From an optimization exercise on the open Yosys and OpenROAD flow, aimed at small area; shortcuts taken in it are not production practice. In this exercise RTL edits were held to simulation tests only and were not proved equivalent to the original. No activity file was given, so power comes from the tool's default toggle rates.

Design CPU, start of the top module:
module	CPU(clk, reset, instr, pc, reg0, reg1, reg2, reg3, reg4, reg5, reg6, reg7, dataMemValue0, dataMemValue1, dataMemValue2, dataMemValue3, dataMemValue4, dataMemValue5, dataMemValue6, dataMemValue7, ALUout, ALUin1, ALUin2, regDataIn);
output	[15 : 0]	reg0, reg1, reg2, reg3, reg4, reg5, reg6, reg7, dataMemValue0, dataMemValue1, dataMemValue2, dataMemValue3, dataMemValue4, dataMemValue5, dataMemValue6, dataMemValue7, ALUout, ALUin1, ALUin2, regDataIn;
input				clk, reset;
input	[15 : 0]	instr;
output	[7  : 0]	pc;
wire	[7  : 0]	prgm_cntr;
wire 				PCsrc, regWrite, memWrite, memtoReg;
wire	[1  : 0]	ALUsrc;
wire 	[3  : 0]	opCode;
wire	[2	: 0]	dst, src1, src2, shamt;
wire	[5  : 0]	iconst;
wire	[8  : 0]	jconst;
assign pc		=	prgm_cntr;
Prgm_Counter	C1	(clk, reset, PCsrc, jconst, prgm_cntr);
Control_Unit	C2	(clk, reset, instr, opCode, dst, src1, src2, shamt, iconst, jconst, regWrite, memWrite, PCsrc, memtoReg, ALUsrc);
  ...
export LEC_CHECK = 0
export CAP_MARGIN = 20
export CORE_MARGIN = 2
export CORE_UTILIZATION = 40
export SETUP_SLACK_MARGIN = 0.2
export SLEW_MARGIN = 20
create_clock -name core_clock -period 7.0 [get_ports {clk}]
run.sh (not shown) runs the stock make flow with config.mk's settings and CLKGATE_MAP_FILE= SYNTH_SCRIPT=/design/flow/synth_recipe.tcl, a recipe that flattens the netlist after the stock synthesis.
The baseline finished clean.
Next try:
--- a/flow/config.mk
+++ b/flow/config.mk
@@ -7,0 +8 @@
+export ABC_AREA = 1
@@ -10,2 +11,2 @@
-export CORE_UTILIZATION = 40
-export SETUP_SLACK_MARGIN = 0.2
+export CORE_UTILIZATION = 60
+export SETUP_SLACK_MARGIN = 0.05
After rerunning: Sequential power is higher by a few percent. Routed wire length is lower by a few percent. Design area went down slightly. Via count rises by a quarter to a third. Worst hold slack gets worse by 0.013 ns. Area after synthesis grows by a few percent. Power went up by a few percent. Non-clock buffer count goes down by 291. First-iteration DRC count climbs by well over a third.
Next try:
--- a/flow/config.mk
+++ b/flow/config.mk
@@ -11,0 +12,2 @@
+export CTS_BUF_LIST = sky130_fd_sc_hd__clkbuf_4 sky130_fd_sc_hd__clkbuf_8
+export CTS_CLUSTER_SIZE = 30
The new run completed without violations.
Wire length stays flat.
Core utilization is higher by 0.12 points.
First-iteration DRC count is higher slightly.
Final area is about the same.
Worst setup slack gains 0.019 ns.
Fmax is about the same.
Global-route usage is lower by 0.26 points.

---

== job 1404 ==
Another version of the RTL of CPU (not shown whole).
For scale: about 350 I/O pins, ~29,000 µm² of cells after synthesis.
// CPU
module	CPU(clk, reset, instr, pc, reg0, reg1, reg2, reg3, reg4, reg5, reg6, reg7, dataMemValue0, dataMemValue1, dataMemValue2, dataMemValue3, dataMemValue4, dataMemValue5, dataMemValue6, dataMemValue7, ALUout, ALUin1, ALUin2, regDataIn);
clock: 7.0 ns
lec_check: 0
abc_area: 1
cap_margin: 20
core_margin: 2
core_utilization: 63
setup_slack_margin: 0.03
slew_margin: 20
standard.sh (not shown) runs the stock make flow with config.mk's settings and CLKGATE_MAP_FILE= SYNTH_SCRIPT=/design/flow/synth_recipe.tcl, a recipe that flattens the netlist after the stock synthesis.
==> flow/flow/run.sh <==
#!/bin/bash
# Standard ORFS layout (the standard.sh) with these changes:
# - synthesis maps logic with ABC scripts of its own (flow/patch_synth.py):
#   area-oriented ones for most of the design (abc_area.script) and for the
#   register reads and ALU (abc_fast.script), and a delay-oriented one for
#   the adder (abc_add.script);
# - no full-adder extraction before ABC (ADDER_MAP_FILE empty);
# - the ports are buffered with the smallest buffer cell;
# - the clock tree uses sink clusters of up to 24 registers driven by
#   clkbuf_16 and no dummy loads.
# ORFS writes each tool's log under orfs/logs; make's output is in standard_make.log.
set -euo pipefail
W=$(pwd)
rm -rf "$W/scripts_mod"
cp -r "$FLOW_HOME/scripts" "$W/scripts_mod"
cp "$W/flow/abc_area.script" "$W/flow/abc_fast.script" "$W/flow/abc_add.script" "$W/scripts_mod/"
python3 "$W/flow/patch_synth.py" "$W/scripts_mod/synth.tcl"
bash "$W/standard.sh" "SCRIPTS_DIR=$W/scripts_mod" "ADDER_MAP_FILE=" \
  "BUFFER_PORTS_ARGS=-buffer_cell sky130_fd_sc_hd__buf_1" \
  "CTS_ARGS=-sink_clustering_enable -repair_clock_nets -dont_use_dummy_load -sink_clustering_size 24 -sink_clustering_max_diameter 120 -sink_clustering_buffer sky130_fd_sc_hd__clkbuf_16 -buf_list {sky130_fd_sc_hd__clkbuf_8 sky130_fd_sc_hd__clkbuf_16}" finish > "$W/standard_make.log" 2>&1
==> flow/flow/abc_area.script <==
strash
&get -n
&dc2
&syn2
&dch -f
&nf -R 1000 -p
&put
topo
==> flow/flow/abc_fast.script <==
strash
dch -f
&get -n
&nf -R 1000 -p
&put
topo
==> flow/flow/patch_synth.py <==
# Patch the copied ORFS synth.tcl so that ABC maps three parts of the design
# separately, each with its own script (all copied beside synth.tcl):
#   Adder16  (the ALU's register-register adder)    abc_add.script  (delay-oriented)
#   ExecUnit (register reads, operands, ALU)        abc_fast.script
#   the rest (register file, data memory, PC, ...)  abc_area.script (area-oriented)
# Adder16 and ExecUnit are kept as modules through synthesis only;
# synth_recipe.tcl flattens the design afterwards.
import sys
path = sys.argv[1]
s = open(path).read()
a = "hierarchy -check -top $::env(DESIGN_NAME)\n"
assert a in s
s = s.replace(a, a + "setattr -mod -set keep_hierarchy 1 ExecUnit Adder16\n", 1)
b = "  log_cmd abc {*}$abc_args\n"
assert b in s
s = s.replace(b,
    "  set fast_args [lreplace $abc_args 1 1 $::env(SCRIPTS_DIR)/abc_fast.script]\n"
    "  set add_args [lreplace $abc_args 1 1 $::env(SCRIPTS_DIR)/abc_add.script]\n"
    "  log_cmd abc {*}$abc_args $::env(DESIGN_NAME)\n"
    "  log_cmd abc {*}$fast_args ExecUnit\n"
    "  log_cmd abc {*}$add_args Adder16\n", 1)
open(path, "w").write(s)
Other scripts of this flow, unchanged in this note and not shown: flow/flow/abc_add.script
Here is what was changed in the inputs of job 6517 compared with job 1404.
- CORE_UTILIZATION changed from 63 to 45
- SETUP_SLACK_MARGIN changed from 0.03 to 0.1
--- a/flow/flow/run.sh
+++ b/flow/flow/run.sh
@@ -1,13 +1,11 @@
 #!/bin/bash
-# Standard ORFS layout (the standard.sh) with these changes:
+# Standard ORFS layout with these changes:
 # - synthesis maps logic with ABC scripts of its own (flow/patch_synth.py):
-#   area-oriented ones for most of the design (abc_area.script) and for the
-#   register reads and ALU (abc_fast.script), and a delay-oriented one for
-#   the adder (abc_add.script);
+#   an area-oriented one for most of the design, delay-oriented ones for the
+#   register reads, operand selection and ALU;
 # - no full-adder extraction before ABC (ADDER_MAP_FILE empty);
 # - the ports are buffered with the smallest buffer cell;
-# - the clock tree uses sink clusters of up to 24 registers driven by
-#   clkbuf_16 and no dummy loads.
-# ORFS writes each tool's log under orfs/logs; make's output is in standard_make.log.
+# - the clock tree uses larger sink clusters of clkbuf_16 and no dummy loads.
+# Every tool's output goes to ORFS's logs under orfs/logs and to standard_make.log.
 set -euo pipefail
 W=$(pwd)
==> flow/flow/abc_area.script <==
strash
dch -f
&get -n
&nf -R 1000 -p
&put
topo
==> flow/flow/abc_fast.script <==
strash
dch -f
&get -n
&nf -p
&put
topo
--- a/flow/flow/patch_synth.py
+++ b/flow/flow/patch_synth.py
@@ -1,7 +1,7 @@
 # Patch the copied ORFS synth.tcl so that ABC maps three parts of the design
-# separately, each with its own script (all copied beside synth.tcl):
-#   Adder16  (the ALU's register-register adder)    abc_add.script  (delay-oriented)
-#   ExecUnit (register reads, operands, ALU)        abc_fast.script
-#   the rest (register file, data memory, PC, ...)  abc_area.script (area-oriented)
+# with different scripts (all copied beside synth.tcl):
+#   Adder16  (the ALU's adder)                      abc_add.script  (delay)
+#   ExecUnit (register reads, operands, ALU)        abc_fast.script (delay)
+#   the rest (register file, data memory, PC, ...)  abc_area.script (area)
 # Adder16 and ExecUnit are kept as modules through synthesis only;
 # synth_recipe.tcl flattens the design afterwards.
### Flow results
Instance count on the critical path was lower in the run labelled job 1404.
Looking only at global-route usage, and setting everything else aside, the higher value of job 1404 and job 6517 goes to job 1404.
Comparing job 6517 with job 1404, the fraction of synthesized cell area in xor and xnor cells came out essentially unchanged.
Diff job 1404 -> job 6517: net switching share of the total power went down, design area saw an increase, growth of design area from synthesis to finish went up by 6.0 points.
#### Input delta (job 6650 over job 6517)
- changing CORE_UTILIZATION from 45 to 60
Looking at final layout net count, job 6650 sits 3.7% below job 6517.
The number of H-tree branching levels in job 6650 sits 1 below the value recorded for job 6517.
The non-clock buffer count in the final layout in job 6517 is 1.2 times that in job 6650.
Re number of gates resized after cts: job 6650 is 19 down on job 6517.
Between job 6650 and job 6517, the via count is higher for job 6650.
Comparing hold slack for job 6650 and job 6517, the bigger number came from job 6517.
Job 6650 reached the end of the flow, and the finished layout is clean on the timing, design-rule and antenna checks.
Met1 layer wirelength in the final routing: job 6650 < job 6517
The number of antenna violations at the first check in global routing reported for job 6650 is greater than that of job 6517 by 7.
Summary: internal power component, job 6650 better than job 6517
Setup changes, job 6650 to job 345
- GPL_TIMING_DRIVEN newly set to 0
- CORE_UTILIZATION changed from 60 to 50
==> summary.txt <==
Job 345 completed end to end; final checks failed (negative setup slack). In summary, job 6650 completed successfully, with a layout that passed the timing, design-rule and antenna checks. Comparing job 345 against job 6650, there is no change at all in number of max-slew violations in the final report. Looking at job 6650 and job 345, the stage delay of the slowest cell on the critical path is a wash. Compared with job 6650, job 345 is the more power-hungry design. Where final critical-path setup slack is concerned, job 6650 is better than job 345. For the via-per-instance ratio, job 345 came in about 5% lower than job 6650 did. For job 6650, the launch point of the critical path was instr[0], unlike job 345, where it was instr[2]. Job 345 vs job 6650: cell depth of the worst setup path up by a little under 10%. In terms of final-layout clock-cell area share, job 6650 and job 345 differ only marginally. Initial cell density of the core in job 345 is 9.6 points below job 6650.
Input changes introduced in job 7258 (baseline for comparison: job 345):
- SETUP_SLACK_MARGIN: 0.1 -> 0.03
- GPL_TIMING_DRIVEN: 0 -> unset
Notes after the runs:
In job 345 the implementation completed, yet the final layout does not meet the checks, the culprit being negative setup slack.
Job 7258 ended with every stage complete and zero timing, DRC or antenna violations.
Sort job 345 and job 7258 by combinational power desc -> top: job 345
Side by side, final cell count without fillers turned out higher in job 7258 than in job 345.
Between job 345 and job 7258, the clock-pin slew on the worst setup and hold paths does not differ in any meaningful way.
Job 7258 leaves more setup margin than job 345.
Status: overall power of the completed layout parity (job 345, job 7258)
Sort job 345 and job 7258 by combined global-route utilization of all metal layers asc -> top: job 7258
Inputs modified between job 7258 and job 9129:
- CORE_UTILIZATION changed from 50 to 60
--- a/flow/flow/run.sh
+++ b/flow/flow/run.sh
@@ -1,11 +1,13 @@
 #!/bin/bash
-# Standard ORFS layout with these changes:
+# Standard ORFS layout (the standard.sh) with these changes:
 # - synthesis maps logic with ABC scripts of its own (flow/patch_synth.py):
-#   an area-oriented one for most of the design, delay-oriented ones for the
-#   register reads, operand selection and ALU;
+#   area-oriented ones for most of the design (abc_area.script) and for the
+#   register reads and ALU (abc_fast.script), and a delay-oriented one for
+#   the adder (abc_add.script);
 # - no full-adder extraction before ABC (ADDER_MAP_FILE empty);
 # - the ports are buffered with the smallest buffer cell;
-# - the clock tree uses larger sink clusters of clkbuf_16 and no dummy loads.
-# Every tool's output goes to ORFS's logs under orfs/logs and to standard_make.log.
+# - the clock tree uses sink clusters of up to 24 registers driven by
+#   clkbuf_16 and no dummy loads.
+# ORFS writes each tool's log under orfs/logs; make's output is in standard_make.log.
 set -euo pipefail
 W=$(pwd)
==> flow/flow/abc_area.script <==
strash
&get -n
&dc2
&syn2
&dch -f
&nf -R 1000 -p
&put
topo
==> flow/flow/abc_fast.script <==
strash
dch -f
&get -n
&nf -R 1000 -p
&put
topo
--- a/flow/flow/patch_synth.py
+++ b/flow/flow/patch_synth.py
@@ -1,7 +1,7 @@
 # Patch the copied ORFS synth.tcl so that ABC maps three parts of the design
-# with different scripts (all copied beside synth.tcl):
-#   Adder16  (the ALU's adder)                      abc_add.script  (delay)
-#   ExecUnit (register reads, operands, ALU)        abc_fast.script (delay)
-#   the rest (register file, data memory, PC, ...)  abc_area.script (area)
+# separately, each with its own script (all copied beside synth.tcl):
+#   Adder16  (the ALU's register-register adder)    abc_add.script  (delay-oriented)
+#   ExecUnit (register reads, operands, ALU)        abc_fast.script
+#   the rest (register file, data memory, PC, ...)  abc_area.script (area-oriented)
 # Adder16 and ExecUnit are kept as modules through synthesis only;
 # synth_recipe.tcl flattens the design afterwards.
[summary]
Across job 7258 and job 9129, the outcome is the same: a clean finish for every run. Per the comparison of job 9129 with job 7258, count of mapped cells out of synthesis stayed essentially flat, half-perimeter wire length after placement fell by 6.3 mm, worst path setup slack after routing fell by 0.092 ns. In job 9129, length of routed met2 wiring is lower than in job 7258. Job 9129: reported clock group power lower than job 7258. Total global routing overflow: job 9129 vs job 7258 identical. In the reports for job 7258 and job 9129, the larger count of clock-buffer cells in the layout belongs to job 7258. Row design area: job 9129 lower / job 7258 higher.

what the ideal ports hide:
The flow's constraints put no driver on any port. The routed layouts listed below were extracted and timed again, unchanged, in two steps. Step 1 assumes that a clkbuf_16 drives the clock port and a buf_2 every other input. Step 2 times the ports against the registers' clock, not the clock port: input delays grow and output delays shrink by t, the midpoint of the rising clock arrivals with the driver on. Slacks: ideal ports / drivers / drivers and shift; pairs: ideal ports / drivers.
run | shift t [ns] | setup slack, ns | hold WS [ns]
the first run of note 1 | 0.714 | 0.201 / 0.148 / -0.315 | 0.484 / 0.484 / 0.484
the second run of note 1 | 0.702 | 0.258 / 0.236 / 0.102 | 0.472 / 0.472 / 0.472
the third run of note 1 | 0.836 | 0.277 / 0.255 / 0.093 | 0.474 / 0.474 / 0.474
job 1404 | 0.712 | 0.103 / 0.068 / -0.461 | 0.495 / 0.495 / 0.495
job 6517 | 0.638 | 0.141 / 0.081 / 0.017 | 0.516 / 0.516 / 0.516
job 6650 | 0.695 | 0.246 / 0.213 / -0.276 | 0.509 / 0.509 / 0.509
job 345 | 0.718 | -0.089 / -0.197 / -0.486 | 0.511 / 0.511 / 0.511
job 7258 | 0.618 | 0.179 / 0.052 / -0.245 | 0.508 / 0.508 / 0.508
job 9129 | 0.692 | 0.086 / 0.065 / -0.325 | 0.487 / 0.487 / 0.487
With both steps, setup timing fails in 5 of these runs, where it was met with ideal ports. For job 1404, which loses most, drivers alone change the setup slack by -0.035 ns; drivers and shift together by -0.564 ns.
